This design comes from an exercise in tuning for small area and a short achievable clock period on the open sky130 flow, not from production work.
The RTL was checked by simulation tests, not by an equivalence proof against the original design.
Power figures rest on the tool's default switching activity, not on a simulated workload.

==> flow/design.v <==
module alu (
    input               i_clk,
    input               i_rst_n,
    input               i_valid,
    input signed [11:0] i_data_a,
    input signed [11:0] i_data_b,
    input        [2:0]  i_inst,
    output              o_valid,
    output       [11:0] o_data,
    output              o_overflow
);
reg  [13:0] x_r, y_r;
reg         o_valid_r, ovf_r, abs_r, mac_r, run_r;
reg         f_0, f_m1, f_m2;
wire [11:0] o_data_w;
wire [14:0] zz  = {1'b0, x_r} + {1'b0, y_r};
wire        c_top = zz[14];
wire [2:0]  zm   = zz[13:11];
wire        hz   = c_top ? f_m1 : f_0;      
wire        ho1  = c_top ? f_m2 : f_m1;     
wire        m_ov = ~((hz & ~|zm) | (ho1 & &zm));
assign o_data_w   = zz[11:0];
assign o_valid    = o_valid_r;
assign o_data     = o_data_w & {12{run_r}};
assign o_overflow = (m_ov & ~abs_r & run_r) | ovf_r;
wire        is_mul    = (i_inst[2:1] == 2'b01);
wire        is_mac    = (i_inst == 3'b011);
wire        is_abs    = (i_inst == 3'b111);
wire        mul_en    = i_valid & is_mul;
wire        addsub_en = i_valid & (i_inst[2:1] == 2'b00);
wire        mean_en   = i_valid & (i_inst == 3'b110);
wire        acc_en    = mac_r & (is_mac | ~i_valid);
wire        ovf_old   = mac_r & (m_ov | ovf_r);
wire        sa   = i_data_a[11], sb = i_data_b[11];
wire [11:0] ra   = i_data_a ^ {12{sa}};
wire [11:0] rb   = i_data_b ^ {12{sb}};
wire [12:0] cmp  = {1'b0, ra} + {1'b0, ~rb} + {12'd0, sa & ~sb};
wire        a_ge = cmp[12];
reg  [11:0] oth;
always @(*) begin
  case (i_inst)
    3'b000:  oth = i_data_b;
    3'b001:  oth = ~i_data_b;                       
    3'b100:  oth = ~(i_data_a ^ i_data_b);
    3'b101:  oth = sa ? 12'd0 : i_data_a;
    3'b110:  oth = {sb, i_data_b[11:1]};            
    default: oth = a_ge ? ra : rb;                  
  endcase
end
wire [11:0] row   = acc_en ? o_data_w : (oth & {12{i_valid & ~is_mul}});
wire        row_c = i_valid & ((i_inst == 3'b001) | (is_abs & (a_ge ? sa : sb)));
wire        rnd   = mean_en ? i_data_b[0] : 1'b1;
wire one1;
wire two2;
wire neg3;
wire pp4;
wire pp5;
wire pp6;
wire pp7;
wire pp8;
wire pp9;
wire pp10;
wire pp11;
wire pp12;
wire pp13;
wire pp14;
wire pp15;
wire pp16;
wire one17;
wire two18;
wire neg19;
wire pp20;
wire pp21;
wire pp22;
wire pp23;
wire pp24;
wire pp25;
wire pp26;
wire pp27;
wire pp28;
wire pp29;
wire pp30;
wire pp31;
wire pp32;
wire one33;
wire two34;
wire neg35;
wire pp36;
wire pp37;
wire pp38;
wire pp39;
wire pp40;
wire pp41;
wire pp42;
wire pp43;
wire pp44;
wire pp45;
wire pp46;
wire pp47;
wire pp48;
wire one49;
wire two50;
wire neg51;
wire pp52;
wire pp53;
wire pp54;
wire pp55;
wire pp56;
wire pp57;
wire pp58;
wire pp59;
wire pp60;
wire pp61;
wire pp62;
wire pp63;
wire pp64;
wire one65;
wire two66;
wire neg67;
wire pp68;
wire pp69;
wire pp70;
wire pp71;
wire pp72;
wire pp73;
wire pp74;
wire pp75;
wire pp76;
wire pp77;
wire pp78;
wire pp79;
wire pp80;
wire one81;
wire two82;
wire neg83;
wire pp84;
wire pp85;
wire pp86;
wire pp87;
wire pp88;
wire pp89;
wire pp90;
wire pp91;
wire pp92;
wire pp93;
wire pp94;
wire pp95;
wire pp96;
wire s97;
wire c98;
wire s99;
wire c100;
wire s101;
wire c102;
wire s103;
wire c104;
wire s105;
wire c106;
wire s107;
wire c108;
wire s109;
wire c110;
wire s111;
wire c112;
wire s113;
wire c114;
wire s115;
wire c116;
wire s117;
wire c118;
wire s119;
wire c120;
wire s121;
wire c122;
wire s123;
wire c124;
wire s125;
wire c126;
wire s127;
wire c128;
wire s129;
wire c130;
wire s131;
wire c132;
wire s133;
wire c134;
wire s135;
wire c136;
wire s137;
wire c138;
wire s139;
wire c140;
wire s141;
wire c142;
wire s143;
wire c144;
wire s145;
wire c146;
wire s147;
wire c148;
wire s149;
wire c150;
wire s151;
wire c152;
wire s153;
wire c154;
wire s155;
wire c156;
wire s157;
wire c158;
wire s159;
wire c160;
wire s161;
wire c162;
wire s163;
wire c164;
wire s165;
wire c166;
wire s167;
wire c168;
wire s169;
wire c170;
wire s171;
wire c172;
wire s173;
wire c174;
wire s175;
wire c176;
wire s177;
wire c178;
wire s179;
wire c180;
wire s181;
wire c182;
wire s183;
wire c184;
wire s185;
wire c186;
wire s187;
wire c188;
wire s189;
wire c190;
wire s191;
wire c192;
wire s193;
wire c194;
wire s195;
wire c196;
wire s197;
wire c198;
wire s199;
wire c200;
wire s201;
wire c202;
wire s203;
wire c204;
wire s205;
wire c206;
wire s207;
wire c208;
wire s209;
wire c210;
wire s211;
wire c212;
wire s213;
wire c214;
wire s215;
wire c216;
wire s217;
wire c218;
wire s219;
wire c220;
wire s221;
wire c222;
wire s223;
wire c224;
wire s225;
wire c226;
wire s227;
wire c228;
wire s229;
wire c230;
wire s231;
wire c232;
wire s233;
wire c234;
wire s235;
wire c236;
wire s237;
wire c238;
wire s239;
wire c240;
wire s241;
wire c242;
wire s243;
wire c244;
wire s245;
wire c246;
wire s247;
wire c248;
wire s249;
wire c250;
wire s251;
wire c252;
assign one1 = mul_en & (i_data_b[0] ^ 1'b0);
assign two2 = mul_en & ((i_data_b[1] & ~i_data_b[0] & ~1'b0) | (~i_data_b[1] & i_data_b[0] & 1'b0));
assign neg3 = mul_en & (i_data_b[1] & ~(i_data_b[0] & 1'b0));
assign pp4 = (i_data_a[0] & one1) ^ neg3;
assign pp5 = ((i_data_a[1] & one1) | (i_data_a[0] & two2)) ^ neg3;
assign pp6 = ((i_data_a[2] & one1) | (i_data_a[1] & two2)) ^ neg3;
assign pp7 = ((i_data_a[3] & one1) | (i_data_a[2] & two2)) ^ neg3;
assign pp8 = ((i_data_a[4] & one1) | (i_data_a[3] & two2)) ^ neg3;
assign pp9 = ((i_data_a[5] & one1) | (i_data_a[4] & two2)) ^ neg3;
assign pp10 = ((i_data_a[6] & one1) | (i_data_a[5] & two2)) ^ neg3;
assign pp11 = ((i_data_a[7] & one1) | (i_data_a[6] & two2)) ^ neg3;
assign pp12 = ((i_data_a[8] & one1) | (i_data_a[7] & two2)) ^ neg3;
assign pp13 = ((i_data_a[9] & one1) | (i_data_a[8] & two2)) ^ neg3;
assign pp14 = ((i_data_a[10] & one1) | (i_data_a[9] & two2)) ^ neg3;
assign pp15 = ((i_data_a[11] & one1) | (i_data_a[10] & two2)) ^ neg3;
assign pp16 = ~(((i_data_a[11] & one1) | (i_data_a[11] & two2)) ^ neg3);
assign one17 = mul_en & (i_data_b[2] ^ i_data_b[1]);
assign two18 = mul_en & ((i_data_b[3] & ~i_data_b[2] & ~i_data_b[1]) | (~i_data_b[3] & i_data_b[2] & i_data_b[1]));
assign neg19 = mul_en & (i_data_b[3] & ~(i_data_b[2] & i_data_b[1]));
assign pp20 = (i_data_a[0] & one17) ^ neg19;
assign pp21 = ((i_data_a[1] & one17) | (i_data_a[0] & two18)) ^ neg19;
assign pp22 = ((i_data_a[2] & one17) | (i_data_a[1] & two18)) ^ neg19;
assign pp23 = ((i_data_a[3] & one17) | (i_data_a[2] & two18)) ^ neg19;
assign pp24 = ((i_data_a[4] & one17) | (i_data_a[3] & two18)) ^ neg19;
assign pp25 = ((i_data_a[5] & one17) | (i_data_a[4] & two18)) ^ neg19;
assign pp26 = ((i_data_a[6] & one17) | (i_data_a[5] & two18)) ^ neg19;
assign pp27 = ((i_data_a[7] & one17) | (i_data_a[6] & two18)) ^ neg19;
assign pp28 = ((i_data_a[8] & one17) | (i_data_a[7] & two18)) ^ neg19;
assign pp29 = ((i_data_a[9] & one17) | (i_data_a[8] & two18)) ^ neg19;
assign pp30 = ((i_data_a[10] & one17) | (i_data_a[9] & two18)) ^ neg19;
assign pp31 = ((i_data_a[11] & one17) | (i_data_a[10] & two18)) ^ neg19;
assign pp32 = ~(((i_data_a[11] & one17) | (i_data_a[11] & two18)) ^ neg19);
assign one33 = (mul_en & (i_data_b[4] ^ i_data_b[3])) | mean_en;
assign two34 = (mul_en & ((i_data_b[5] & ~i_data_b[4] & ~i_data_b[3]) | (~i_data_b[5] & i_data_b[4] & i_data_b[3]))) | addsub_en;
assign neg35 = mul_en & (i_data_b[5] & ~(i_data_b[4] & i_data_b[3]));
assign pp36 = (i_data_a[0] & one33) ^ neg35;
assign pp37 = ((i_data_a[1] & one33) | (i_data_a[0] & two34)) ^ neg35;
assign pp38 = ((i_data_a[2] & one33) | (i_data_a[1] & two34)) ^ neg35;
assign pp39 = ((i_data_a[3] & one33) | (i_data_a[2] & two34)) ^ neg35;
assign pp40 = ((i_data_a[4] & one33) | (i_data_a[3] & two34)) ^ neg35;
assign pp41 = ((i_data_a[5] & one33) | (i_data_a[4] & two34)) ^ neg35;
assign pp42 = ((i_data_a[6] & one33) | (i_data_a[5] & two34)) ^ neg35;
assign pp43 = ((i_data_a[7] & one33) | (i_data_a[6] & two34)) ^ neg35;
assign pp44 = ((i_data_a[8] & one33) | (i_data_a[7] & two34)) ^ neg35;
assign pp45 = ((i_data_a[9] & one33) | (i_data_a[8] & two34)) ^ neg35;
assign pp46 = ((i_data_a[10] & one33) | (i_data_a[9] & two34)) ^ neg35;
assign pp47 = ((i_data_a[11] & one33) | (i_data_a[10] & two34)) ^ neg35;
assign pp48 = ~(((i_data_a[11] & one33) | (i_data_a[11] & two34)) ^ neg35);
assign one49 = mul_en & (i_data_b[6] ^ i_data_b[5]);
assign two50 = mul_en & ((i_data_b[7] & ~i_data_b[6] & ~i_data_b[5]) | (~i_data_b[7] & i_data_b[6] & i_data_b[5]));
assign neg51 = mul_en & (i_data_b[7] & ~(i_data_b[6] & i_data_b[5]));
assign pp52 = (i_data_a[0] & one49) ^ neg51;
assign pp53 = ((i_data_a[1] & one49) | (i_data_a[0] & two50)) ^ neg51;
assign pp54 = ((i_data_a[2] & one49) | (i_data_a[1] & two50)) ^ neg51;
assign pp55 = ((i_data_a[3] & one49) | (i_data_a[2] & two50)) ^ neg51;
assign pp56 = ((i_data_a[4] & one49) | (i_data_a[3] & two50)) ^ neg51;
assign pp57 = ((i_data_a[5] & one49) | (i_data_a[4] & two50)) ^ neg51;
assign pp58 = ((i_data_a[6] & one49) | (i_data_a[5] & two50)) ^ neg51;
assign pp59 = ((i_data_a[7] & one49) | (i_data_a[6] & two50)) ^ neg51;
assign pp60 = ((i_data_a[8] & one49) | (i_data_a[7] & two50)) ^ neg51;
assign pp61 = ((i_data_a[9] & one49) | (i_data_a[8] & two50)) ^ neg51;
assign pp62 = ((i_data_a[10] & one49) | (i_data_a[9] & two50)) ^ neg51;
assign pp63 = ((i_data_a[11] & one49) | (i_data_a[10] & two50)) ^ neg51;
assign pp64 = ~(((i_data_a[11] & one49) | (i_data_a[11] & two50)) ^ neg51);
assign one65 = mul_en & (i_data_b[8] ^ i_data_b[7]);
assign two66 = mul_en & ((i_data_b[9] & ~i_data_b[8] & ~i_data_b[7]) | (~i_data_b[9] & i_data_b[8] & i_data_b[7]));
assign neg67 = mul_en & (i_data_b[9] & ~(i_data_b[8] & i_data_b[7]));
assign pp68 = (i_data_a[0] & one65) ^ neg67;
assign pp69 = ((i_data_a[1] & one65) | (i_data_a[0] & two66)) ^ neg67;
assign pp70 = ((i_data_a[2] & one65) | (i_data_a[1] & two66)) ^ neg67;
assign pp71 = ((i_data_a[3] & one65) | (i_data_a[2] & two66)) ^ neg67;
assign pp72 = ((i_data_a[4] & one65) | (i_data_a[3] & two66)) ^ neg67;
assign pp73 = ((i_data_a[5] & one65) | (i_data_a[4] & two66)) ^ neg67;
assign pp74 = ((i_data_a[6] & one65) | (i_data_a[5] & two66)) ^ neg67;
assign pp75 = ((i_data_a[7] & one65) | (i_data_a[6] & two66)) ^ neg67;
assign pp76 = ((i_data_a[8] & one65) | (i_data_a[7] & two66)) ^ neg67;
assign pp77 = ((i_data_a[9] & one65) | (i_data_a[8] & two66)) ^ neg67;
assign pp78 = ((i_data_a[10] & one65) | (i_data_a[9] & two66)) ^ neg67;
assign pp79 = ((i_data_a[11] & one65) | (i_data_a[10] & two66)) ^ neg67;
assign pp80 = ~(((i_data_a[11] & one65) | (i_data_a[11] & two66)) ^ neg67);
assign one81 = mul_en & (i_data_b[10] ^ i_data_b[9]);
assign two82 = mul_en & ((i_data_b[11] & ~i_data_b[10] & ~i_data_b[9]) | (~i_data_b[11] & i_data_b[10] & i_data_b[9]));
assign neg83 = mul_en & (i_data_b[11] & ~(i_data_b[10] & i_data_b[9]));
assign pp84 = (i_data_a[0] & one81) ^ neg83;
assign pp85 = ((i_data_a[1] & one81) | (i_data_a[0] & two82)) ^ neg83;
assign pp86 = ((i_data_a[2] & one81) | (i_data_a[1] & two82)) ^ neg83;
assign pp87 = ((i_data_a[3] & one81) | (i_data_a[2] & two82)) ^ neg83;
assign pp88 = ((i_data_a[4] & one81) | (i_data_a[3] & two82)) ^ neg83;
assign pp89 = ((i_data_a[5] & one81) | (i_data_a[4] & two82)) ^ neg83;
assign pp90 = ((i_data_a[6] & one81) | (i_data_a[5] & two82)) ^ neg83;
assign pp91 = ((i_data_a[7] & one81) | (i_data_a[6] & two82)) ^ neg83;
assign pp92 = ((i_data_a[8] & one81) | (i_data_a[7] & two82)) ^ neg83;
assign pp93 = ((i_data_a[9] & one81) | (i_data_a[8] & two82)) ^ neg83;
assign pp94 = ((i_data_a[10] & one81) | (i_data_a[9] & two82)) ^ neg83;
assign pp95 = ((i_data_a[11] & one81) | (i_data_a[10] & two82)) ^ neg83;
assign pp96 = ~(((i_data_a[11] & one81) | (i_data_a[11] & two82)) ^ neg83);
assign s97 = neg3 ^ pp4;
assign c98 = neg3 & pp4;
assign s99 = pp5 ^ c98;
assign c100 = pp5 & c98;
assign s101 = neg19 ^ pp20 ^ pp6;
assign c102 = (neg19 & pp20) | (pp6 & (neg19 ^ pp20));
assign s103 = c100 ^ s101;
assign c104 = c100 & s101;
assign s105 = pp21 ^ pp7 ^ c102;
assign c106 = (pp21 & pp7) | (c102 & (pp21 ^ pp7));
assign s107 = c104 ^ s105;
assign c108 = c104 & s105;
assign s109 = rnd ^ neg35 ^ pp22;
assign c110 = (rnd & neg35) | (pp22 & (rnd ^ neg35));
assign s111 = pp36 ^ pp8 ^ s109;
assign c112 = (pp36 & pp8) | (s109 & (pp36 ^ pp8));
assign s113 = c106 ^ s111 ^ c108;
assign c114 = (c106 & s111) | (c108 & (c106 ^ s111));
assign s115 = pp23 ^ pp37 ^ pp9;
assign c116 = (pp23 & pp37) | (pp9 & (pp23 ^ pp37));
assign s117 = c110 ^ s115 ^ c112;
assign c118 = (c110 & s115) | (c112 & (c110 ^ s115));
assign s119 = row[0] ^ row_c ^ s117;
assign c120 = (row[0] & row_c) | (s117 & (row[0] ^ row_c));
assign s121 = neg51 ^ pp10 ^ pp24;
assign c122 = (neg51 & pp10) | (pp24 & (neg51 ^ pp10));
assign s123 = pp38 ^ pp52 ^ c116;
assign c124 = (pp38 & pp52) | (c116 & (pp38 ^ pp52));
assign s125 = s121 ^ s123 ^ row[1];
assign c126 = (s121 & s123) | (row[1] & (s121 ^ s123));
assign s127 = c118 ^ s125;
assign c128 = c118 & s125;
assign s129 = pp11 ^ pp25 ^ pp39;
assign c130 = (pp11 & pp25) | (pp39 & (pp11 ^ pp25));
assign s131 = pp53 ^ c122 ^ s129;
assign c132 = (pp53 & c122) | (s129 & (pp53 ^ c122));
assign s133 = c124 ^ s131 ^ row[2];
assign c134 = (c124 & s131) | (row[2] & (c124 ^ s131));
assign s135 = c126 ^ s133;
assign c136 = c126 & s133;
assign s137 = neg67 ^ pp12 ^ pp26;
assign c138 = (neg67 & pp12) | (pp26 & (neg67 ^ pp12));
assign s139 = pp40 ^ pp54 ^ pp68;
assign c140 = (pp40 & pp54) | (pp68 & (pp40 ^ pp54));
assign s141 = c130 ^ s137 ^ s139;
assign c142 = (c130 & s137) | (s139 & (c130 ^ s137));
assign s143 = c132 ^ s141 ^ row[3];
assign c144 = (c132 & s141) | (row[3] & (c132 ^ s141));
assign s145 = c134 ^ s143;
assign c146 = c134 & s143;
assign s147 = pp13 ^ pp27 ^ pp41;
assign c148 = (pp13 & pp27) | (pp41 & (pp13 ^ pp27));
assign s149 = pp55 ^ pp69 ^ c138;
assign c150 = (pp55 & pp69) | (c138 & (pp55 ^ pp69));
assign s151 = c140 ^ s147 ^ s149;
assign c152 = (c140 & s147) | (s149 & (c140 ^ s147));
assign s153 = c142 ^ row[4] ^ s151;
assign c154 = (c142 & row[4]) | (s151 & (c142 ^ row[4]));
assign s155 = c144 ^ s153;
assign c156 = c144 & s153;
assign s157 = neg83 ^ pp14 ^ pp28;
assign c158 = (neg83 & pp14) | (pp28 & (neg83 ^ pp14));
assign s159 = pp42 ^ pp56 ^ pp70;
assign c160 = (pp42 & pp56) | (pp70 & (pp42 ^ pp56));
assign s161 = pp84 ^ c148 ^ s157;
assign c162 = (pp84 & c148) | (s157 & (pp84 ^ c148));
assign s163 = s159 ^ c150 ^ s161;
assign c164 = (s159 & c150) | (s161 & (s159 ^ c150));
assign s165 = row[5] ^ c152 ^ s163;
assign c166 = (row[5] & c152) | (s163 & (row[5] ^ c152));
assign s167 = c154 ^ s165;
assign c168 = c154 & s165;
assign s169 = pp15 ^ pp29 ^ pp43;
assign c170 = (pp15 & pp29) | (pp43 & (pp15 ^ pp29));
assign s171 = pp57 ^ pp71 ^ pp85;
assign c172 = (pp57 & pp71) | (pp85 & (pp57 ^ pp71));
assign s173 = c158 ^ c160 ^ s169;
assign c174 = (c158 & c160) | (s169 & (c158 ^ c160));
assign s175 = s171 ^ c162 ^ s173;
assign c176 = (s171 & c162) | (s173 & (s171 ^ c162));
assign s177 = row[6] ^ c164 ^ s175;
assign c178 = (row[6] & c164) | (s175 & (row[6] ^ c164));
assign s179 = c166 ^ s177;
assign c180 = c166 & s177;
assign s181 = 1'b1 ^ pp16 ^ pp30;
assign c182 = (1'b1 & pp16) | (pp30 & (1'b1 ^ pp16));
assign s183 = pp44 ^ pp58 ^ pp72;
assign c184 = (pp44 & pp58) | (pp72 & (pp44 ^ pp58));
assign s185 = pp86 ^ c170 ^ c172;
assign c186 = (pp86 & c170) | (c172 & (pp86 ^ c170));
assign s187 = s181 ^ s183 ^ s185;
assign c188 = (s181 & s183) | (s185 & (s181 ^ s183));
assign s189 = c174 ^ row[7] ^ s187;
assign c190 = (c174 & row[7]) | (s187 & (c174 ^ row[7]));
assign s191 = c176 ^ s189 ^ c178;
assign c192 = (c176 & s189) | (c178 & (c176 ^ s189));
assign s193 = 1'b1 ^ pp31 ^ pp45;
assign c194 = (1'b1 & pp31) | (pp45 & (1'b1 ^ pp31));
assign s195 = pp59 ^ pp73 ^ pp87;
assign c196 = (pp59 & pp73) | (pp87 & (pp59 ^ pp73));
assign s197 = c182 ^ c184 ^ s193;
assign c198 = (c182 & c184) | (s193 & (c182 ^ c184));
assign s199 = s195 ^ c186 ^ s197;
assign c200 = (s195 & c186) | (s197 & (s195 ^ c186));
assign s201 = row[8] ^ c188 ^ s199;
assign c202 = (row[8] & c188) | (s199 & (row[8] ^ c188));
assign s203 = c190 ^ s201;
assign c204 = c190 & s201;
assign s205 = pp32 ^ pp46 ^ pp60;
assign c206 = (pp32 & pp46) | (pp60 & (pp32 ^ pp46));
assign s207 = pp74 ^ pp88 ^ c194;
assign c208 = (pp74 & pp88) | (c194 & (pp74 ^ pp88));
assign s209 = c196 ^ s205 ^ s207;
assign c210 = (c196 & s205) | (s207 & (c196 ^ s205));
assign s211 = c198 ^ row[9] ^ s209;
assign c212 = (c198 & row[9]) | (s209 & (c198 ^ row[9]));
assign s213 = c200 ^ s211 ^ c202;
assign c214 = (c200 & s211) | (c202 & (c200 ^ s211));
assign s215 = 1'b1 ^ pp47 ^ pp61;
assign c216 = (1'b1 & pp47) | (pp61 & (1'b1 ^ pp47));
assign s217 = pp75 ^ pp89 ^ c206;
assign c218 = (pp75 & pp89) | (c206 & (pp75 ^ pp89));
assign s219 = s215 ^ c208 ^ s217;
assign c220 = (s215 & c208) | (s217 & (s215 ^ c208));
assign s221 = row[10] ^ c210 ^ s219;
assign c222 = (row[10] & c210) | (s219 & (row[10] ^ c210));
assign s223 = c212 ^ s221;
assign c224 = c212 & s221;
assign s225 = 1'b1 ^ pp48 ^ pp62;
assign c226 = (1'b1 & pp48) | (pp62 & (1'b1 ^ pp48));
assign s227 = pp76 ^ pp90 ^ c216;
assign c228 = (pp76 & pp90) | (c216 & (pp76 ^ pp90));
assign s229 = s225 ^ c218 ^ s227;
assign c230 = (s225 & c218) | (s227 & (s225 ^ c218));
assign s231 = ~row[11] ^ c220 ^ s229;
assign c232 = (~row[11] & c220) | (s229 & (~row[11] ^ c220));
assign s233 = c222 ^ s231;
assign c234 = c222 & s231;
assign s235 = pp63 ^ pp77 ^ pp91;
assign c236 = (pp63 & pp77) | (pp91 & (pp63 ^ pp77));
assign s237 = c226 ^ s235 ^ c228;
assign c238 = (c226 & s235) | (c228 & (c226 ^ s235));
assign s239 = c230 ^ s237 ^ c232;
assign c240 = (c230 & s237) | (c232 & (c230 ^ s237));
assign s241 = pp64 ^ pp78 ^ pp92;
assign c242 = (pp64 & pp78) | (pp92 & (pp64 ^ pp78));
assign s243 = c236 ^ s241 ^ c238;
assign c244 = (c236 & s241) | (c238 & (c236 ^ s241));
assign s245 = 1'b1 ^ pp79 ^ pp93;
assign c246 = (1'b1 & pp79) | (pp93 & (1'b1 ^ pp79));
assign s247 = c242 ^ s245;
assign c248 = c242 & s245;
assign s249 = pp80 ^ pp94 ^ c246;
assign c250 = (pp80 & pp94) | (c246 & (pp80 ^ pp94));
assign s251 = 1'b1 ^ pp95;
assign c252 = 1'b1 & pp95;
wire [4:0] tx = {1'b1, pp96, s251, c248, s247};
wire [4:0] ty = {1'b0, c252, c250, s249, c244};
wire [4:0] tp = tx ^ ty, to = tx | ty, ta = tx & ty;
wire        f0_d  = ~tp[0] & (&(tp[4:1] ~^ to[3:0]));
wire        fm1_d =  tp[0] & (&(tp[4:1] ~^ ~ta[3:0]));
wire        fm2_d = ~tp[0] & (tp[1] ~^ ~to[0]) & (&(tp[4:2] ~^ ~ta[3:1]));
always @(posedge i_clk) begin
  x_r  <= {s243, c234, c224, s223, c204, s203, c180, c168, c156, c146, c136, c128, c120, c114};
  y_r  <= {c240, s239, s233, c214, s213, c192, s191, s179, s167, s155, s145, s135, s127, s119};
  f_0  <= f0_d;
  f_m1 <= fm1_d;
  f_m2 <= fm2_d;
end
always @(posedge i_clk or negedge i_rst_n) begin
  if (~i_rst_n) begin
    o_valid_r <= 1'b0;
    run_r     <= 1'b0;
    ovf_r     <= 1'b0;
    abs_r     <= 1'b0;
    mac_r     <= 1'b0;
  end else begin
    o_valid_r <= i_valid;
    run_r     <= 1'b1;
    abs_r     <= is_abs;
    if (i_valid) begin
      mac_r <= is_mac;
      ovf_r <= is_mac & ovf_old;
    end else begin
      ovf_r <= ovf_old;
    end
  end
end
endmodule
==> flow/flow/run.sh <==
#!/bin/bash
# The standard layout, with two changes: the port buffers are buf_2 cells, and
# after synthesis flow/fapol.py flips full-adder cells (a full adder is
# self-dual) where that removes inverters between them. Registers are untouched.
set -euo pipefail
export BUFFER_PORTS_ARGS="-buffer_cell sky130_fd_sc_hd__buf_2"
R=orfs/results/sky130hd/alu/base
bash standard.sh synth > synth.log 2>&1
python3 flow/fapol.py $R/1_2_yosys.v > fapol.log 2>&1
rm -f $R/1_synth.odb $R/1_synth.sdc
bash standard.sh > standard.log 2>&1
==> flow/flow/fapol.py <==
#!/usr/bin/env python3
"""Remove inverters around full-adder cells in a Yosys netlist.

A full adder is self-dual: FA(~a, ~b, ~c) = (~sum, ~cout).  Synthesis maps
adders with arbitrary input and output polarity and leaves inverters between
them.  This pass flips full adders (inverts all three inputs and both outputs)
when that lowers the number of inverters, and rewrites the netlist in place.
It changes no register and no function.
usage: fapol.py netlist.v"""
import re, sys, collections

path = sys.argv[1]
text = open(path).read()
cell_re = re.compile(r'^(\s*)(sky130_fd_sc_hd__\w+)\s+(\S+)\s*\((.*?)\);\n', re.S | re.M)
pin_re = re.compile(r'\.(\w+)\(([^()]*)\)')

cells = {}      # name -> [type, {pin: net}]
order = []
for m in cell_re.finditer(text):
    typ, name, body = m.group(2), m.group(3), m.group(4)
    cells[name] = [typ, {p: n.strip() for p, n in pin_re.findall(body)}]
    order.append(name)

OUT = {'X', 'Y', 'SUM', 'COUT', 'Q', 'Q_N', 'HI', 'LO'}
def is_inv(n): return re.match(r'sky130_fd_sc_hd__(clk)?inv_\d+$', cells[n][0]) is not None
def is_fa(n): return re.match(r'sky130_fd_sc_hd__fa_\d+$', cells[n][0]) is not None

hdr = text[:text.index(');') + 2]
ports = set()
for m in re.finditer(r'^\s*(input|output)\s+(\[\d+:\d+\]\s+)?(\S+);', text, re.M):
    ports.add(m.group(3))
def is_port(net):
    return net.split('[')[0].strip() in ports or net.startswith("1'")

def build():
    drv, loads = {}, collections.defaultdict(list)
    for n, (t, pins) in cells.items():
        for p, net in pins.items():
            if p in OUT: drv[net] = (n, p)
            else: loads[net].append((n, p))
    return drv, loads

newcnt = [0]
def newnet():
    newcnt[0] += 1
    return f'_fapol{newcnt[0]}_'
new_wires = []

def inv_of(net, drv, loads):
    """an existing inverter whose input is net"""
    for (n, p) in loads[net]:
        if is_inv(n) and p == 'A': return n
    return None

def cost_flip(f, drv, loads):
    t, pins = cells[f]
    d = 0
    for p in ('A', 'B', 'CIN'):
        x = pins[p]
        src = drv.get(x)
        if src and is_inv(src[0]):
            d -= 1 if len(loads[x]) == 1 else 0
        elif inv_of(x, drv, loads) is None:
            d += 1
    for p in ('SUM', 'COUT'):
        y = pins[p]
        ls = loads[y]
        invs = [n for n, q in ls if is_inv(n)]
        others = len(ls) - len(invs) + (1 if is_port(y) else 0)
        d -= len(invs)
        if others: d += 1
    return d

def flip(f, drv, loads):
    t, pins = cells[f]
    for p in ('A', 'B', 'CIN'):
        x = pins[p]
        src = drv.get(x)
        if src and is_inv(src[0]):
            pins[p] = cells[src[0]][1]['A']
        else:
            i = inv_of(x, drv, loads)
            if i is None:
                y = newnet(); new_wires.append(y)
                i = f'_fapolinv{newcnt[0]}_'
                cells[i] = ['sky130_fd_sc_hd__inv_1', {'A': x, 'Y': y}]
                order.append(i)
            pins[p] = cells[i][1]['Y']
    for p in ('SUM', 'COUT'):
        y = pins[p]
        ls = list(loads[y])
        y2 = newnet(); new_wires.append(y2)
        pins[p] = y2
        others = False
        for n, q in ls:
            if is_inv(n) and q == 'A':
                # this inverter's output equals y2: move its loads to y2
                z = cells[n][1]['Y']
                if is_port(z):
                    cells[n][1]['A'] = y2     # keep as buffer-free inverter? no: z = ~y = y2
                    # z must equal y2; drive z with a buffer-like pair is not needed:
                    # keep inverter fed by original y instead
                    cells[n][1]['A'] = y
                    others = True
                    continue
                for n2, q2 in loads[z]:
                    cells[n2][1][q2] = y2
                del cells[n]
            else:
                others = True
        if others or is_port(y):
            i = f'_fapolinv{newcnt[0]}_o{p}'
            cells[i] = ['sky130_fd_sc_hd__inv_1', {'A': y2, 'Y': y}]
            order.append(i)

changed = True
passes = 0
nflip = 0
while changed and passes < 50:
    changed = False
    passes += 1
    for f in list(order):
        if f not in cells or not is_fa(f): continue
        drv, loads = build()
        if cost_flip(f, drv, loads) < 0:
            flip(f, drv, loads)
            nflip += 1
            changed = True
    # drop inverters with no loads
    drv, loads = build()
    for n in list(cells):
        if is_inv(n):
            y = cells[n][1]['Y']
            if not loads[y] and not is_port(y):
                del cells[n]

before = sum(1 for l in cell_re.finditer(text) if re.match(r'sky130_fd_sc_hd__(clk)?inv_\d+$', l.group(2)))
after = sum(1 for n in cells if is_inv(n))
sys.stderr.write(f'fapol: {nflip} flips, inverters {before} -> {after}\n')

# rewrite
out = []
pos = 0
first = None
for m in cell_re.finditer(text):
    if first is None: first = m.start()
    last = m.end()
body = text[first:last]
lines = []
for n in order:
    if n not in cells: continue
    t, pins = cells[n]
    conn = ',\n'.join(f'    .{p}({net}' + (' )' if net.startswith('\\') else ')') for p, net in pins.items())
    lines.append(f'  {t} {n} (\n{conn}\n  );\n')
decl = ''.join(f'  wire {w};\n' for w in new_wires)
text2 = text[:first] + decl + ''.join(lines) + text[last:]
open(path, 'w').write(text2)
==> flow/standard.sh <==
#!/bin/bash
# synth_recipe.tcl (not shown) runs the flow's synth.tcl, then flattens the netlist and writes it again
# the make line also repeats each setting of config.mk as NAME=value (left out here)
make -C /OpenROAD-flow-scripts/flow DESIGN_CONFIG=/design/flow/config.mk WORK_HOME=/design/flow/orfs CLKGATE_MAP_FILE= SYNTH_SCRIPT=/design/flow/synth_recipe.tcl "${@:-finish}"
==> flow/config.mk <==
export PLATFORM = sky130hd
export DESIGN_NAME = alu
export DESIGN_NICKNAME = alu
export VERILOG_FILES = /design/flow/design.v
export SDC_FILE = /design/flow/constraint.sdc
export NUM_CORES = 4
export LEC_CHECK = 0
export CAP_MARGIN = 0
export CORE_MARGIN = 2
export CORE_UTILIZATION = 40
export CTS_BUF_LIST = sky130_fd_sc_hd__clkbuf_4 sky130_fd_sc_hd__clkbuf_8
export SETUP_SLACK_MARGIN = 4.6
export SLEW_MARGIN = 0
==> flow/constraint.sdc <==
create_clock -name core_clock -period 10.0 [get_ports {i_clk}]
set_input_delay 2.0000 -clock core_clock [delete_from_list [all_inputs] [get_ports {i_clk}]]
set_output_delay 2.0000 -clock core_clock [all_outputs]
set_load 0.01 [all_outputs]
==> impl_metrics.toml, run 1 <==
[run_status]
status = "no timing/DRC/antenna violations"

[sta]
finalCritPeriodShare = 0.537
hold_viol_final = 0
finalSetupTns_ps = 0
slew_headroom = 0.405
finalClockSkew_ps = 4.31
setup_viol = 0
period_minus_slack_ps = 5370
maxSlewViolCount = 0
rsz0062_at_grt = "true"
tightest_slew_ps = 893
timing.fmax_mhz = 186

[cts]
cts_tree = "yes"
cts_buffer_depth = 2
cts_buffers = 5
root_buffer = "clkbuf_8"
clk_latency_ps = 280
cts.htree.levels = 2
cts.clk_slew.worst_paths_ps = 70
cts_sinks = 36

[critical_path]
reg2reg_to = "y_r[9]$_DFF_P_"
arrival_ps = 5560
path_class = "primary input to flop"
critPathSlowestCell = "fa_1"
cp.depth = 11
endpoint_kind = "flop"
r2r_slack_ps = 6580
reg2reg_from = "x_r[3]$_DFF_P_"
cp_slowest_stage_delay_ps = 510
critPathLaunchType = "primary input"
worstPathCellList = "buf_12 -> nor2_4 -> and3_4 -> a22oi_1 -> xor2_1 -> fa_1 -> fa_1 -> fa_1 -> fa_1 -> fa_1 -> inv_1"
critPathBufInv = 2
cp_max_fo = 41
cp_common_cell = "fa_1"
path_delay_family = "adder cells"
endpoint = "y_r[7]$_DFF_P_"
ff2ff_path_depth = 9
crit_required_ps = 10190
startpoint = "i_inst[2]"

[floorplan]
dieArea_um2 = 17400
rows = 46
io_pins = 44
core_area_um2 = 15900
chipHeight_um = 132
die-width_um = 132
initial_core_util = 0.410

[cells_and_area]
drive_above_1_share = 0.172
nets = 1003
fillers = 1596
diodes = 0
syn2layout_area_growth_pct = 15.6
reg_top3 = "x_r: 14 flops, y_r: 14 flops"

[synth]
syn_inst = 806
ys_warn_count = 1
postSynthNetCount = 961
synth_area_um2 = 6530
syn_avg_cell_area_um2 = 8.10

[place]
place.gp.congestion = 0.885
portBuffers = 43
dpl.hpwl_mm = 14.4

[drt]
ant_nets = 0
totalWireLength_mm = 19.2
wl_met3_mm = 1.59
wl_met2_mm = 8.48
top_layer = "met4"
routedWlPerCell_um = 18.0
wl_met1_mm = 8.92
drtPass1Iterations = 6
drt-vias-per-instance = 5.63
drc = 0
drt_iter0_drc = 526
vias = 6000

[min_path]
min_path_type = "flop to flop"

[global_routing]
grt_pass1_vias = 5574
antenna_found_initial = 1
grt_max_degree = 42
gr-total-overflow = 0
grt_pass1_wl_mm = 30.6
grt_usage = 0.220

[pwr]
power_w = 0.000989
cellPowerDensity_nw_per_um2 = 131
p_leak_nw = 3.21
irDropWorstVdd_mv = 0.0665

[flow_run]
drv_cap = 0
## metrics by stage
stage          utilization  instances  hold WS, ps  setup slack [ps]  area [um^2]
2_1_floorplan            -        806          516              4460         6620
3_3_place_gp         0.430       1010          545              3400         6850
3_5_place_dp         0.430       1010          558              3310         6850
4_1_cts              0.459       1050          567              4590         7320
5_1_grt              0.474       1065          602              4480         7550
6_report             0.474       1065          574              4630         7550
## worst reg2reg max path: cells and delay by family, from the launching register on
family / cells / cell delay (ps)
AO/OA/AOI/OAI: 4 / 1040
XOR/XNOR: 1 / 560
adder cells (fa/ha/maj): 3 / 1390
buffers and inverters: 1 / 30
flip-flops: 1 / 310
## report_power, final
part           switching [W]  total [W]  leakage (nW)  internal [W]
Combinational       0.000403   0.000682          2.84      0.000279
Sequential         0.0000156   0.000206         0.321      0.000190
Clock              0.0000474   0.000102        0.0510     0.0000548
Total               0.000466   0.000989          3.21      0.000524
## worst min path at each step
stage,from,endpoint,cells after the start
after floorplan,mac_r$_DFFE_PN0P_,mac_r$_DFFE_PN0P_,2
after global placement,mac_r$_DFFE_PN0P_,mac_r$_DFFE_PN0P_,2
after detailed placement,mac_r$_DFFE_PN0P_,mac_r$_DFFE_PN0P_,2
after CTS,mac_r$_DFFE_PN0P_,mac_r$_DFFE_PN0P_,2
after global routing,mac_r$_DFFE_PN0P_,mac_r$_DFFE_PN0P_,2
final,mac_r$_DFFE_PN0P_,mac_r$_DFFE_PN0P_,2
## what timing repair did
action	in CTS	in global routing
hold endpoints to repair	0	0
setup endpoints to repair	28	21
gates cloned	0	2
resized for setup	34	30
setup buffers	32	13
hold buffers	0	0
pin swaps	8	12
## cells in the final DEF, fill, tap and decap left out, drive strengths merged, types with 10 or more instances in the layout
master,n
nand2,54
nand3,27
nand2b,10
inv,72
dfxtp,31
nor3,16
a21oi,50
fa,57
a22oi,57
ha,68
xor2,52
o21ai,55
a21o,18
buf,91
nor2,41
xnor2,37
## layer usage
| metal | up-vias | global-route usage |
|---|---|---|
| li1 | 2877 | - |
| met1 | 2846 | 0.333 |
| met2 | 260 | 0.339 |
| met3 | 17 | 0.0235 |
| met4 | 0 | 0.0411 |
| met5 | - | 0 |
## layout make-up
| type | instances | area (um^2) | share of cell area |
|---|---|---|---|
| Inverter | 73 | 283 | 0.0374 |
| Clock inverter | 2 | 10.0 | 0.00133 |
| Multi-Input combinational cell | 638 | 5450 | 0.721 |
| Timing Repair Buffer | 94 | 717 | 0.0949 |
| Clock buffer | 6 | 82.6 | 0.0109 |
| Sequential cell | 36 | 746 | 0.0987 |
| Tap cell | 216 | 270 | 0.0358 |
==> run 2, diff against run 1 <==
--- a/flow/config.mk
+++ b/flow/config.mk
@@ -13 +13,2 @@
 export SLEW_MARGIN = 0
+export TNS_END_PERCENT = 5
==> run 2 against run 1 <==
Compared with the run above:
- still clean on timing, DRC and antenna
- area after synthesis did not move
- worst setup slack worse by 14 ps
- clock power is 9.8% higher
- total power down 0.23%
- cell count down 1.0%
- register-to-register slack worse by 40 ps
- non-clock buffer count shrank 11
- critical endpoint unchanged
- largest cell class unchanged
- largest power group unchanged
==> impl_metrics.toml, run 2 <==
[pwr]
cellPowerDensity_nw_per_um2 = 133
p_switching_w = 0.000460
swShare = 0.466
power_frac_comb = 0.678
p_int_w = 0.000527
p_leak_nw = 3.14
power_frac_seq = 0.208
clock_power_share = 0.114
irDropWorstVdd_mv = 0.0616

[global_routing]
gr-total-overflow = 0
antenna_found_initial = 0
grt_max_degree = 42
grt_pass1_wl_mm = 30.7
grt_usage = 0.218
grt_pass1_vias = 5712

[sta]
setup_viol = 0
finalCritPeriodShare = 0.539
hold_viol_final = 0
finalClockSkew_ps = 4.87
period_minus_slack_ps = 5390
maxSlewViolCount = 0
tightest_slew_ps = 901
rsz0062_at_grt = "true"
timing.fmax_mhz = 186
finalSetupTns_ps = 0
slew_headroom = 0.400

[cts]
cts_sinks = 36
cts_buffers = 5
root_buffer = "clkbuf_8"
cts_tree = "yes"
postCtsHoldBufs = 0
cts_buffer_depth = 2
clk_latency_ps = 280
cts.htree.levels = 2
cts.clk_slew.worst_paths_ps = 70

[critical_path]
path_class = "primary input to flop"
crit_required_ps = 10180
critPathLaunchType = "primary input"
endpoint_kind = "flop"
cp_max_fo = 15
arrival_ps = 5570

[floorplan]
chipHeight_um = 132
rows = 46
io_pins = 44
initial_core_util = 0.410
core_area_um2 = 15900
die-width_um = 132
dieArea_um2 = 17400

[cells_and_area]
nets = 992
diodes = 0
reg_top3 = "x_r: 14 flops, y_r: 14 flops"
fin_cells = 1054
finalInstanceArea_um2 = 7440
syn2layout_area_growth_pct = 13.9
mostFrequentLayoutCells = "inv_1 (69), ha_1 (68), a22oi_1 (55)"
layout_commonest_cell = "inv_1"
drive_above_1_share = 0.158
finish.utilization = 0.467

[drt]
wl_met3_mm = 1.57
routedWlPerCell_um = 17.7
totalWireLength_mm = 18.7
drt-vias-per-instance = 5.58
drt_iter0_drc = 510
drc = 0
drtPass1Iterations = 5
ant_nets = 0
wl_met1_mm = 8.75
wl_met2_mm = 8.10
vias = 5882
top_layer = "met4"

[place]
portBuffers = 43
placed_cells = 1010
place.gp.congestion = 0.860
dpl_cell_area_um2 = 6840
dpl.hpwl_mm = 14.3

[synth]
postSynthNetCount = 961
syn_avg_cell_area_um2 = 8.10
synth_area_um2 = 6530
ys_warn_count = 1
syn_inst = 806

[min_path]
min_path_type = "flop to flop"

[run_status]
status = "no timing/DRC/antenna violations"

[flow_run]
drv_cap = 0
run 2: worst paths after layout:
kind / start / to / slack, ps / depth (start not counted)
worst max-delay path: i_data_b[11] / y_r[7]$_DFF_P_ / 4610 / 13
worst min-delay path: mac_r$_DFFE_PN0P_ / mac_r$_DFFE_PN0P_ / 580 / 2
worst max register to register: x_r[4]$_DFF_P_ / y_r[9]$_DFF_P_ / 6540 / 9
worst min register to register: mac_r$_DFFE_PN0P_ / mac_r$_DFFE_PN0P_ / 580 / 2
max in group asynchronous: i_rst_n / o_valid_r$_DFF_PN0_ / 8320 / 1
min in group asynchronous: i_rst_n / run_r$_DFF_PN0_ / 1530 / 1
run 2: cell type report:
cell class / instances / area [um^2]
Fill cell: 1600 / 8500
Multi-Input combinational cell: 638 / 5460
Sequential cell: 36 / 746
Timing Repair Buffer: 83 / 584
Inverter: 73 / 282
Tap cell: 216 / 270
Clock buffer: 8 / 104
run 2: timing repair:
action	in CTS	in global routing
gates cloned	1	0
pin swaps	10	5
buffers inserted	34	1
setup endpoints to repair	30	18
hold endpoints to repair	0	0
resized for setup	39	13
run 2: power by group through the flow:
stage | logic (W) | clock network (W) | registers (W)
after floorplan | 0.000484 | 0 | 0.000204
after global placement | 0.000642 | 0 | 0.000208
after detailed placement | 0.000645 | 0 | 0.000209
after CTS | 0.000665 | 0.000116 | 0.000206
after global routing | 0.000758 | 0.000123 | 0.000210
final | 0.000669 | 0.000112 | 0.000206
run 2: per-stage QoR:
stage / hold slack [ps] / setup WS [ps] / power, W
after floorplan: 516 / 4420 / 0.000689
after global placement: 543 / 3380 / 0.000850
after detailed placement: 564 / 3280 / 0.000855
after CTS: 574 / 4600 / 0.000988
after global routing: 611 / 4490 / 0.00109
final: 578 / 4610 / 0.000987
run 2: critical path: stages:
cell	delay [ps]
buf_4	240
clkinvlp_4	170
ha_1	210
mux2i_2	220
nor2_4	70
a22oi_1	170
xor2_1	140
fa_1	400
fa_1	510
fa_1	420
fa_1	460
fa_1	510
inv_1	40
run 2: layer usage:
metal,vias to the layer above,GRT usage
met5,-,0
met4,0,0.0465
met3,17,0.0396
met2,218,0.339
met1,2789,0.317
li1,2858,-
==> run 3, diff against run 2 <==
--- a/flow/config.mk
+++ b/flow/config.mk
@@ -13,2 +13,2 @@
 export SLEW_MARGIN = 0
-export TNS_END_PERCENT = 5
+export TNS_END_PERCENT = 30
==> run 3 against run 2 <==
Compared with the run above:
- area after synthesis unchanged
- largest cell class unchanged
- synthesized cell count unchanged
- utilization grew 0.68 points
- still clean
==> impl_metrics.toml, run 3 <==
[cells_and_area]
finish.utilization = 0.474
fillers = 1598
syn2layout_area_growth_pct = 15.6
fin_cells = 1065
layout_commonest_cell = "inv_1"
mostFrequentLayoutCells = "inv_1 (69), ha_1 (67), a22oi_1 (56)"
drive_above_1_share = 0.171
reg_top3 = "x_r: 14 flops, y_r: 14 flops"
nets = 1003
diodes = 0

[global_routing]
gr-total-overflow = 0
antenna_found_initial = 1
grt_use_met1 = 0.333
grt_pass1_wl_mm = 30.6
grt_usage = 0.220
grt_max_degree = 42
use_met3 = 0.0235
met2_usage = 0.339
grt_busiest_layer = "met2"
grt_pass1_vias = 5574

[floorplan]
chipHeight_um = 132
dieArea_um2 = 17400
rows = 46
core_area_um2 = 15900
initial_core_util = 0.410
io_pins = 44
die-width_um = 132

[drt]
drtPass1Iterations = 5
drc = 0
ant_nets = 0
vias = 5988
drt_iter0_drc = 531
drt-vias-per-instance = 5.62
routedWlPerCell_um = 18.0
totalWireLength_mm = 19.1

[sta]
finalClockSkew_ps = 4.31
maxSlewViolCount = 0
tightest_slew_ps = 890
hold_slack_ps = 574
setup_viol = 0
period_minus_slack_ps = 5360
timing.fmax_mhz = 187
hold_viol_final = 0
slew_headroom = 0.407
rsz0062_at_grt = "true"
finalCritPeriodShare = 0.536
finalSetupTns_ps = 0

[synth]
postSynthNetCount = 961
ys_warn_count = 1
synth_area_um2 = 6530
syn_inst = 806
syn_avg_cell_area_um2 = 8.10

[place]
placed_cells = 1010
dpl.hpwl_mm = 14.4
place.gp.congestion = 0.885
portBuffers = 43

[min_path]
min_path_type = "flop to flop"

[critical_path]
critPathBufInv = 2
cp_max_fo = 41
arrival_ps = 5540
path_delay_family = "adder cells"
crit_required_ps = 10190
cp_common_cell = "fa_1"
cp_slowest_stage_delay_ps = 520
critPathSlowestCell = "fa_1"
endpoint_kind = "flop"
worstPathCellList = "buf_12 -> nor2_4 -> and3_4 -> a22oi_1 -> xor2_1 -> fa_1 -> fa_1 -> fa_1 -> fa_1 -> fa_1 -> inv_1"
path_class = "primary input to flop"
critPathLaunchType = "primary input"

[flow_run]
drv_cap = 0

[pwr]
power_frac_seq = 0.208
cellPowerDensity_nw_per_um2 = 131
p_switching_w = 0.000465
p_int_w = 0.000524
clock_power_share = 0.103
swShare = 0.471
p_leak_nw = 3.21
irDropWorstVdd_mv = 0.0665
power_w = 0.000989
power_frac_comb = 0.689

[cts]
postCtsHoldBufs = 0
cts_buffer_depth = 2
cts.clk_slew.worst_paths_ps = 70
clk_latency_ps = 280
cts_sinks = 36
cts_buffers = 5
cts_tree = "yes"
cts.htree.levels = 2
root_buffer = "clkbuf_8"

[run_status]
status = "no timing/DRC/antenna violations"
[run 3: repair_timing]
action / 4_1_cts / 5_1_grt
cloned: 0 / 2
resized for setup: 34 / 29
pin swaps: 8 / 11
hold endpoints to repair: 0 / 0
buffers inserted: 32 / 13
setup endpoints to repair: 28 / 21
[run 3: power by group through the flow]
| stage | combinational (W) | sequential [W] | clock (W) |
|---|---|---|---|
| 2_1_floorplan | 0.000486 | 0.000204 | 0 |
| 3_3_place_gp | 0.000643 | 0.000209 | 0 |
| 3_5_place_dp | 0.000649 | 0.000209 | 0 |
| 4_1_cts | 0.000667 | 0.000206 | 0.000105 |
| 5_1_grt | 0.000774 | 0.000211 | 0.000112 |
| 6_report | 0.000681 | 0.000206 | 0.000102 |
[run 3: metrics by stage]
stage | area (um^2) | setup slack [ps]
floorplan | 6620 | 4460
global placement | 6850 | 3400
detailed placement | 6850 | 3310
CTS | 7320 | 4590
global route | 7550 | 4480
finish | 7550 | 4640
[run 3: per-layer routing]
metal	vias up	wire [um]
met4	0	186
met3	13	1630
li1	2880	-
met5	-	0
met1	2842	8900
met2	253	8410
[run 3: final timing paths]
kind                              startpoint                   to  slack (ps)  cells past startpoint
min in group asynchronous            i_rst_n      run_r$_DFF_PN0_        1530                      1
setup reg to reg              x_r[3]$_DFF_P_       y_r[9]$_DFF_P_        6580                      9
hold / removal             mac_r$_DFFE_PN0P_    mac_r$_DFFE_PN0P_         570                      2
max in group asynchronous            i_rst_n  o_valid_r$_DFF_PN0_        8330                      1
setup / recovery                   i_inst[2]       y_r[7]$_DFF_P_        4640                     11
hold reg to reg            mac_r$_DFFE_PN0P_    mac_r$_DFFE_PN0P_         570                      2
[run 3: worst register-to-register path: stages, from the launching register on]
cell,delay [ps]
dfxtp_1,310
ha_1,340
o211ai_1,130
o211a_1,240
o41a_1,490
xnor2_1,560
a32oi_2,180
fa_1,530
fa_1,520
inv_1,30
[run 3: final cells by class]
cell class | instances | area (um^2) | share of cell area
clock buffers | 6 | 82.6 | 0.0109
flip-flops and latches | 36 | 746 | 0.0988
inverters | 73 | 283 | 0.0374
well taps | 216 | 270 | 0.0358
clock inverters | 2 | 10.0 | 0.00133
repair buffers | 94 | 717 | 0.0949
multi-input cells | 638 | 5440 | 0.721
==> run 4, diff against run 3 <==
--- a/flow/config.mk
+++ b/flow/config.mk
@@ -9,3 +9,3 @@
 export CORE_MARGIN = 2
-export CORE_UTILIZATION = 40
+export CORE_UTILIZATION = 55
 export CTS_BUF_LIST = sky130_fd_sc_hd__clkbuf_4 sky130_fd_sc_hd__clkbuf_8
@@ -13,2 +13 @@
 export SLEW_MARGIN = 0
-export TNS_END_PERCENT = 30
==> run 4 against run 3 <==
Compared with the run above:
- still clean on timing, DRC and antenna
- synthesized cell count is the same
- clock skew rose by 3.2 ps
- cell count down 7.7%
- combinational power is 0.9% lower
- critical path depth unchanged
- critical path type unchanged
- critical endpoint unchanged
- highest routed layer unchanged
==> impl_metrics.toml, run 4 <==
[floorplan]
chipHeight_um = 113
rows = 39
initial_core_util = 0.567
core_area_um2 = 11500
dieArea_um2 = 12800
io_pins = 44
die-width_um = 113

[drt]
drtPass1Iterations = 6
vias = 6125
drt-vias-per-instance = 6.23
totalWireLength_mm = 19.5
drt_iter0_drc = 585
ant_nets = 0
drc = 0
routedWlPerCell_um = 19.9

[cts]
cts_buffers = 5
cts.clk_slew.worst_paths_ps = 70
cts_sinks = 36
cts.htree.levels = 2
cts_buffer_depth = 2
cts_tree = "yes"
clk_latency_ps = 290
root_buffer = "clkbuf_8"
postCtsHoldBufs = 0

[global_routing]
grt_pass1_wl_mm = 30.5
antenna_found_initial = 0
gr-total-overflow = 0
grt_pass1_vias = 5706
grt_max_degree = 43
grt_usage = 0.305

[critical_path]
cp_max_fo = 29
critPathLaunchType = "primary input"
path_class = "primary input to flop"
ff2ff_path_depth = 10
endpoint_kind = "flop"
arrival_ps = 5630
reg2reg_to = "y_r[12]$_DFF_P_"
r2r_slack_ps = 6560
crit_required_ps = 10190
reg2reg_from = "x_r[1]$_DFF_P_"

[sta]
period_minus_slack_ps = 5440
finalClockSkew_ps = 7.48
maxSlewViolCount = 0
setup_viol = 0
slew_headroom = 0.386
rsz0062_at_grt = "true"
timing.fmax_mhz = 184
hold_viol_final = 0
tightest_slew_ps = 921
finalCritPeriodShare = 0.544
finalSetupTns_ps = 0

[cells_and_area]
drive_above_1_share = 0.162
diodes = 0
layout_commonest_cell = "inv_1"
reg_top3 = "x_r: 14 flops, y_r: 14 flops"
mostFrequentLayoutCells = "inv_1 (69), ha_1 (68), a22oi_1 (56)"
nets = 994
syn2layout_area_growth_pct = 12.6

[place]
place.gp.congestion = 0.940
dpl.hpwl_mm = 14.4
portBuffers = 43

[synth]
synth_area_um2 = 6530
syn_avg_cell_area_um2 = 8.10
postSynthNetCount = 961
ys_warn_count = 1
syn_inst = 806

[pwr]
irDropWorstVdd_mv = 0.104
p_switching_w = 0.000470
power_frac_seq = 0.208
power_frac_comb = 0.675
p_int_w = 0.000530
swShare = 0.470
power_w = 0.00100
p_leak_nw = 3.16
cellPowerDensity_nw_per_um2 = 136
clock_power_share = 0.118

[min_path]
hp-start = "mac_r$_DFFE_PN0P_"
hold_end = "mac_r$_DFFE_PN0P_"
min_path_cells = 2
min_path_type = "flop to flop"

[run_status]
status = "no timing/DRC/antenna violations"

[flow_run]
drv_cap = 0
[run 4: area by class of cell]
class	instances	area (um^2)
sequential	36	746
fill	1022	4160
timing repair buffer	84	587
tap	143	179
inverter	73	287
multi-input combinational	639	5460
clock buffer	8	104
[run 4: how the worst max path moves through the flow]
stage,start,to
after global placement,i_inst[1],y_r[7]$_DFF_P_
after global routing,i_data_b[1],y_r[7]$_DFF_P_
final,i_data_b[1],y_r[7]$_DFF_P_
after floorplan,i_data_b[11],y_r[7]$_DFF_P_
after detailed placement,i_inst[1],y_r[7]$_DFF_P_
after CTS,i_inst[1],y_r[7]$_DFF_P_
[run 4: power by group through the flow]
stage	clock [W]	sequential, W	combinational, W
after floorplan	0	0.000204	0.000486
after global placement	0	0.000210	0.000626
after detailed placement	0	0.000211	0.000647
after CTS	0.000121	0.000208	0.000663
after global routing	0.000128	0.000211	0.000755
final	0.000118	0.000208	0.000675
[run 4: metal layers]
| layer | share of wire | global-route usage | vias to the layer above | routed length, um |
|---|---|---|---|---|
| met5 | 0 | 0 | - | 0 |
| met4 | 0.033 | 0.104 | 0 | 649 |
| met3 | 0.088 | 0.0407 | 49 | 1730 |
| met2 | 0.45 | 0.481 | 325 | 8720 |
| met1 | 0.43 | 0.436 | 2878 | 8440 |
| li1 | - | - | 2873 | - |
[run 4: stage by stage]
step / hold WS [ps] / setup slack, ps / instances / instance area (um^2) / utilization
finish: 565 / 4560 / 983 / 7360 / 0.639
global route: 610 / 4490 / 983 / 7360 / 0.639
CTS: 560 / 4620 / 972 / 7200 / 0.625
detailed placement: 549 / 3360 / 936 / 6750 / 0.586
global placement: 540 / 3440 / 936 / 6750 / 0.586
floorplan: 516 / 4460 / 806 / 6620 / -
[run 4: worst max-delay path: stages]
cell and delay, ps:
buf_6 210, ha_1 270, and3_4 230, a22oi_1 360, xor2_2 220, fa_2 480, fa_1 510, fa_1 420
fa_1 400, fa_1 490, inv_1 30
[run 4: repair_timing]
item                       4_1_cts  5_1_grt
pin swaps                        7        2
gates resized for setup         32       22
setup endpoints to repair       27       14
setup buffers                   27       10
cloned                           1        1
hold endpoints to repair         0        0
==> run 5, diff against run 4 <==
--- a/flow/config.mk
+++ b/flow/config.mk
@@ -9,5 +9,6 @@
 export CORE_MARGIN = 2
-export CORE_UTILIZATION = 55
+export CORE_UTILIZATION = 40
 export CTS_BUF_LIST = sky130_fd_sc_hd__clkbuf_4 sky130_fd_sc_hd__clkbuf_8
-export SETUP_SLACK_MARGIN = 4.6
+export SETUP_SLACK_MARGIN = 5.0
 export SLEW_MARGIN = 0
+export TNS_END_PERCENT = 5
==> run 5 against run 4 <==
Compared with the run above:
- maximum frequency grew 4.6%
- area after synthesis is the same
- combinational power grew 6.5%
- synthesized cell count is the same
- clock power shrank 4%
- critical endpoint unchanged
- count of clock-buffer cells in the layout is the same
- utilization shrank 12 points
- cell count grew 12%
- sequential share of layout area shrank 1.2 points
- die area grew 36%
- still clean on timing, DRC and antenna
- sequential power is essentially flat
- largest cell class unchanged
==> impl_metrics.toml, run 5 <==
[place]
portBuffers = 43
dpl_cell_area_um2 = 6840
place.gp.congestion = 0.860
pre_cts_ws_ps = 3280
dpl.hpwl_mm = 14.3

[global_routing]
gr-total-overflow = 0
grt_max_degree = 32
antenna_found_initial = 0
grt_pass1_wl_mm = 33.5
use_met3 = 0.0365
grt_busiest_layer = "met2"
grt_use_met1 = 0.340
grt_usage = 0.238
grt_pass1_vias = 6137
met2_usage = 0.375

[critical_path]
critPathSlowestCell = "fa_2"
critPathLaunchType = "primary input"
arrival_ps = 5390
cp_max_fo = 15
crit_required_ps = 10180
cp_common_cell = "fa_1"
cp_slowest_stage_delay_ps = 600
worstPathCellList = "buf_2 -> clkinvlp_4 -> nand2_1 -> and3_1 -> o21ai_1 -> fa_2 -> fa_1 -> fa_1 -> fa_2 -> fa_1 -> inv_1"
endpoint_kind = "flop"
path_class = "primary input to flop"

[sta]
finalSetupTns_ps = 0
hold_viol_final = 0
finalCritPeriodShare = 0.521
tightest_slew_ps = 954
worst_slack_ps = 4790
period_minus_slack_ps = 5210
slew_headroom = 0.364
hold_slack_ps = 587
finalClockSkew_ps = 4.97
setup_viol = 0
rsz0062_at_grt = "true"
timing.fmax_mhz = 192
maxSlewViolCount = 0

[drt]
drt_iter0_drc = 638
totalWireLength_mm = 21.0
drtPass1Iterations = 6
routedWlPerCell_um = 19.0
drc = 0
drt-vias-per-instance = 5.77
vias = 6364
ant_nets = 0

[flow_run]
drv_cap = 0

[run_status]
status = "no timing/DRC/antenna violations"

[cts]
cts_sinks = 36
root_buffer = "clkbuf_8"
cts.htree.levels = 2
cts_buffers = 5
clk_latency_ps = 280
cts.clk_slew.worst_paths_ps = 60
postCtsHoldBufs = 0
cts_buffer_depth = 2
cts_tree = "yes"

[floorplan]
rows = 46
io_pins = 44
core_area_um2 = 15900
chipHeight_um = 132
initial_core_util = 0.410
dieArea_um2 = 17400
die-width_um = 132

[cells_and_area]
mostFrequentLayoutCells = "buf_4 (67), inv_1 (62), ha_1 (62)"
drive_above_1_share = 0.255
reg_top3 = "x_r: 14 flops, y_r: 14 flops"
finalInstanceArea_um2 = 8350
diodes = 0
nets = 1041
syn2layout_area_growth_pct = 27.8
layout_commonest_cell = "buf_4"

[pwr]
p_int_w = 0.000558
p_switching_w = 0.000480
swShare = 0.462
cellPowerDensity_nw_per_um2 = 124
p_leak_nw = 3.50
irDropWorstVdd_mv = 0.0619
power_frac_comb = 0.693
power_frac_seq = 0.198
clock_power_share = 0.109

[synth]
syn_inst = 806
ys_warn_count = 1
postSynthNetCount = 961
synth_area_um2 = 6530
syn_avg_cell_area_um2 = 8.10

[min_path]
min_path_type = "flop to flop"
-- run 5: power by group through the flow --
stage	clock network (W)	logic (W)	registers [W]
finish	0.000113	0.000719	0.000206
global route	0.000123	0.000808	0.000210
CTS	0.000116	0.000702	0.000206
detailed placement	0	0.000645	0.000209
global placement	0	0.000642	0.000208
floorplan	0	0.000484	0.000204
-- run 5: metrics by stage --
step,util,instances,power (W)
after floorplan,-,806,0.000689
after global placement,0.429,1010,0.000850
after detailed placement,0.429,1010,0.000855
after CTS,0.505,1092,0.00102
after global routing,0.524,1103,0.00114
final,0.524,1103,0.00104
-- run 5: worst max-delay path: cells and delay by family --
| family | cells | cell delay [ps] |
|---|---|---|
| adders and majority gates | 5 | 2380 |
| buffers and inverters | 3 | 620 |
| and+or+nand+nor | 2 | 280 |
| AOI/OAI and AO/OA | 1 | 100 |
-- run 5: final timing paths --
path                       slack, ps              start  depth (start not counted)                  end
max                             4790        i_data_b[0]                         11       y_r[7]$_DFF_P_
min                              590  mac_r$_DFFE_PN0P_                          2    mac_r$_DFFE_PN0P_
max reg2reg                     6590     x_r[4]$_DFF_P_                          9       y_r[9]$_DFF_P_
min reg2reg                      590  mac_r$_DFFE_PN0P_                          2    mac_r$_DFFE_PN0P_
max in group asynchronous       8320            i_rst_n                          1  o_valid_r$_DFF_PN0_
min in group asynchronous       1530            i_rst_n                          1      ovf_r$_DFF_PN0_
-- run 5: layout make-up --
cell class,instances,area (um^2)
clock buffer,8,104
fill,1466,7590
inverter,73,304
multi-input combinational,638,5690
sequential,36,746
tap,216,270
timing repair buffer,132,1240
-- run 5: what timing repair did --
| item | in CTS | in global routing |
|---|---|---|
| gates resized for setup | 103 | 48 |
| setup endpoints to repair | 32 | 30 |
| cloned | 4 | 0 |
| buffers inserted | 70 | 11 |
| pin swaps | 39 | 49 |
-- run 5: layer usage --
layer / wire (um) / share of wire
met1: 8770 / 0.42
met2: 9310 / 0.44
met5: 0 / 0
met4: 669 / 0.032
met3: 2210 / 0.11
==> run 6, diff against run 5 <==
==> flow/config.mk (replaced) <==
export PLATFORM = sky130hd
export DESIGN_NAME = alu
export DESIGN_NICKNAME = alu
export VERILOG_FILES = /design/flow/design.v
export SDC_FILE = /design/flow/constraint.sdc
export NUM_CORES = 4
export LEC_CHECK = 0
export CAP_MARGIN = 20
export CORE_MARGIN = 2
export CORE_UTILIZATION = 40
export SETUP_SLACK_MARGIN = 4.6
export SLEW_MARGIN = 20
==> run 6 against run 5 <==
Compared with the run above:
- hold slack worse by 17 ps
- critical path depth is 5 higher
- die area stayed put
- first-iteration DRC count is 20% higher
- global-route usage is 1.8 points lower
- sequential power hardly changed
- still clean
- total power is 0.32% higher
- register-to-register slack hardly changed
- cell count is 3.0% lower
- sequential share of layout area is 0.79 points higher
- combinational power is 4.9% lower
- wire length is 8.0% lower
==> impl_metrics.toml, run 6 <==
[cells_and_area]
syn2layout_area_growth_pct = 17.5
reg_top3 = "x_r: 14 flops, y_r: 14 flops"
mostFrequentLayoutCells = "inv_1 (68), ha_1 (67), a22oi_1 (54), o21ai_0 (54)"
fin_cells = 1070
layout_commonest_cell = "inv_1"
nets = 1008
drive_above_1_share = 0.181
diodes = 0

[sta]
tightest_slew_ps = 886
maxSlewViolCount = 0
finalCritPeriodShare = 0.535
rsz0062_at_grt = "true"
period_minus_slack_ps = 5350
finalClockSkew_ps = 2.18
slew_headroom = 0.409
timing.fmax_mhz = 187
setup_viol = 0
finalSetupTns_ps = 0
hold_viol_final = 0

[cts]
cts_buffer_depth = 2
clk_latency_ps = 270
cts.clk_slew.worst_paths_ps = 50
root_buffer = "clkbuf_16"
cts_buffers = 5
cts_sinks = 36
cts.htree.levels = 2
cts_tree = "yes"

[synth]
synth_area_um2 = 6530
syn_inst = 806
postSynthNetCount = 961
ys_warn_count = 1
syn_avg_cell_area_um2 = 8.10

[pwr]
irDropWorstVdd_mv = 0.0947
cellPowerDensity_nw_per_um2 = 136
p_leak_nw = 3.26

[drt]
drt_iter0_drc = 766
totalWireLength_mm = 19.3
ant_nets = 0
drc = 0
routedWlPerCell_um = 18.0
drt-vias-per-instance = 5.66
drtPass1Iterations = 5
vias = 6053

[place]
placed_cells = 1010
portBuffers = 43
dpl.hpwl_mm = 14.4
place.gp.congestion = 0.885

[floorplan]
core_area_um2 = 15900
die-width_um = 132
chipHeight_um = 132
initial_core_util = 0.410
io_pins = 44
rows = 46
dieArea_um2 = 17400

[flow_run]
drv_cap = 0

[global_routing]
gr-total-overflow = 0
grt_usage = 0.220
antenna_found_initial = 0
grt_max_degree = 42
grt_pass1_wl_mm = 30.8
grt_pass1_vias = 5573

[critical_path]
cp_max_fo = 6
arrival_ps = 5530
crit_required_ps = 10170
endpoint_kind = "flop"
critPathLaunchType = "primary input"
path_class = "primary input to flop"

[min_path]
min_path_type = "flop to flop"

[run_status]
status = "no timing/DRC/antenna violations"
-- run 6: worst max-delay path, cell delays in order --
cell and delay [ps]:
clkbuf_4 160, inv_1 60, nor3_1 160, a21oi_1 60
a21oi_1 160, buf_4 190, buf_6 130, buf_4 100
a22oi_1 80, xor2_1 190, ha_2 190, fa_1 530
fa_1 450, fa_1 510, fa_1 510, inv_1 30
-- run 6: worst paths after layout --
check	startpoint	endpoint	slack, ps	depth (start not counted)
max	i_data_b[4]	y_r[9]$_DFF_P_	4650	16
min	mac_r$_DFFE_PN0P_	mac_r$_DFFE_PN0P_	570	2
max reg2reg	x_r[0]$_DFF_P_	x_r[10]$_DFF_P_	6590	13
min reg2reg	mac_r$_DFFE_PN0P_	mac_r$_DFFE_PN0P_	570	2
max in group asynchronous	i_rst_n	ovf_r$_DFF_PN0_	8310	1
min in group asynchronous	i_rst_n	mac_r$_DFFE_PN0P_	1540	1
-- run 6: area by class of cell --
class	count	area, um^2
repair buffers	99	762
well taps	216	270
clock inverters	2	10.0
inverters	73	287
multi-input cells	638	5460
fillers	1584	8270
clock buffers	6	139
flip-flops and latches	36	746
-- run 6: metrics by stage --
step	hold WS [ps]	instance area, um^2	utilization	setup slack [ps]	power [W]
6_report	570	7670	0.481	4650	0.00104
5_1_grt	599	7670	0.481	4530	0.00115
4_1_cts	565	7380	0.463	4570	0.00103
3_5_place_dp	558	6850	0.430	3310	0.000858
3_3_place_gp	545	6850	0.430	3400	0.000852
2_1_floorplan	516	6620	-	4460	0.000691
-- run 6: metal layers --
metal / track usage / share of wire / vias to the layer above
met5: 0 / 0 / -
met4: 0.0386 / 0.013 / 0
met3: 0.0204 / 0.094 / 21
met2: 0.341 / 0.44 / 264
met1: 0.336 / 0.45 / 2877
li1: - / - / 2891
-- run 6: repair_timing --
item,CTS,global route
hold buffers,0,0
endpoints found under the setup margin,30,21
buffers inserted,32,18
cloned,0,2
gates resized for setup,34,38
pin swaps,8,18
-- run 6: power by group --
group / leakage, nW / total [W] / internal (W) / switching (W)
Combinational: 2.86 / 0.000684 / 0.000280 / 0.000404
Sequential: 0.321 / 0.000206 / 0.000190 / 0.0000155
Clock: 0.0766 / 0.000151 / 0.0000979 / 0.0000530
Total: 3.26 / 0.00104 / 0.000568 / 0.000472

[afterwards: timing with drivers on the ports]
Ports are ideal in the flow. The routed layouts listed here were re-timed in OpenROAD.
Step 1 assumes that a clkbuf_16 drives the clock port and a buf_2 every other input.
Step 2 times the ports against the registers' clock, not the clock port: input delays grow and output delays shrink by t, the midpoint of the rising clock arrivals with the driver on.
Three values: ideal, step 1, step 2; two values: the first two.
| run | t, ns | slack for setup (ns) | worst setup path after step 2 | latest minus earliest clock arrival (ns) |
|---|---|---|---|---|
| run 1 | 0.312 | 4.628 / 4.530 / 4.218 | input to register | 0.004 / 0.005 |
| run 2 | 0.310 | 4.614 / 4.590 / 4.279 | input to register | 0.005 / 0.005 |
| run 3 | 0.312 | 4.642 / 4.544 / 4.231 | input to register | 0.004 / 0.005 |
| run 4 | 0.315 | 4.555 / 4.547 / 4.232 | input to register | 0.007 / 0.008 |
| run 5 | 0.315 | 4.793 / 4.741 / 4.426 | input to register | 0.005 / 0.005 |
| run 6 | 0.305 | 4.648 / 4.549 / 4.244 | input to register | 0.002 / 0.002 |
After both steps every run listed still meets setup and hold. For run 3, which loses most, drivers alone change the setup slack by -0.098 ns; drivers and shift together by -0.411 ns.
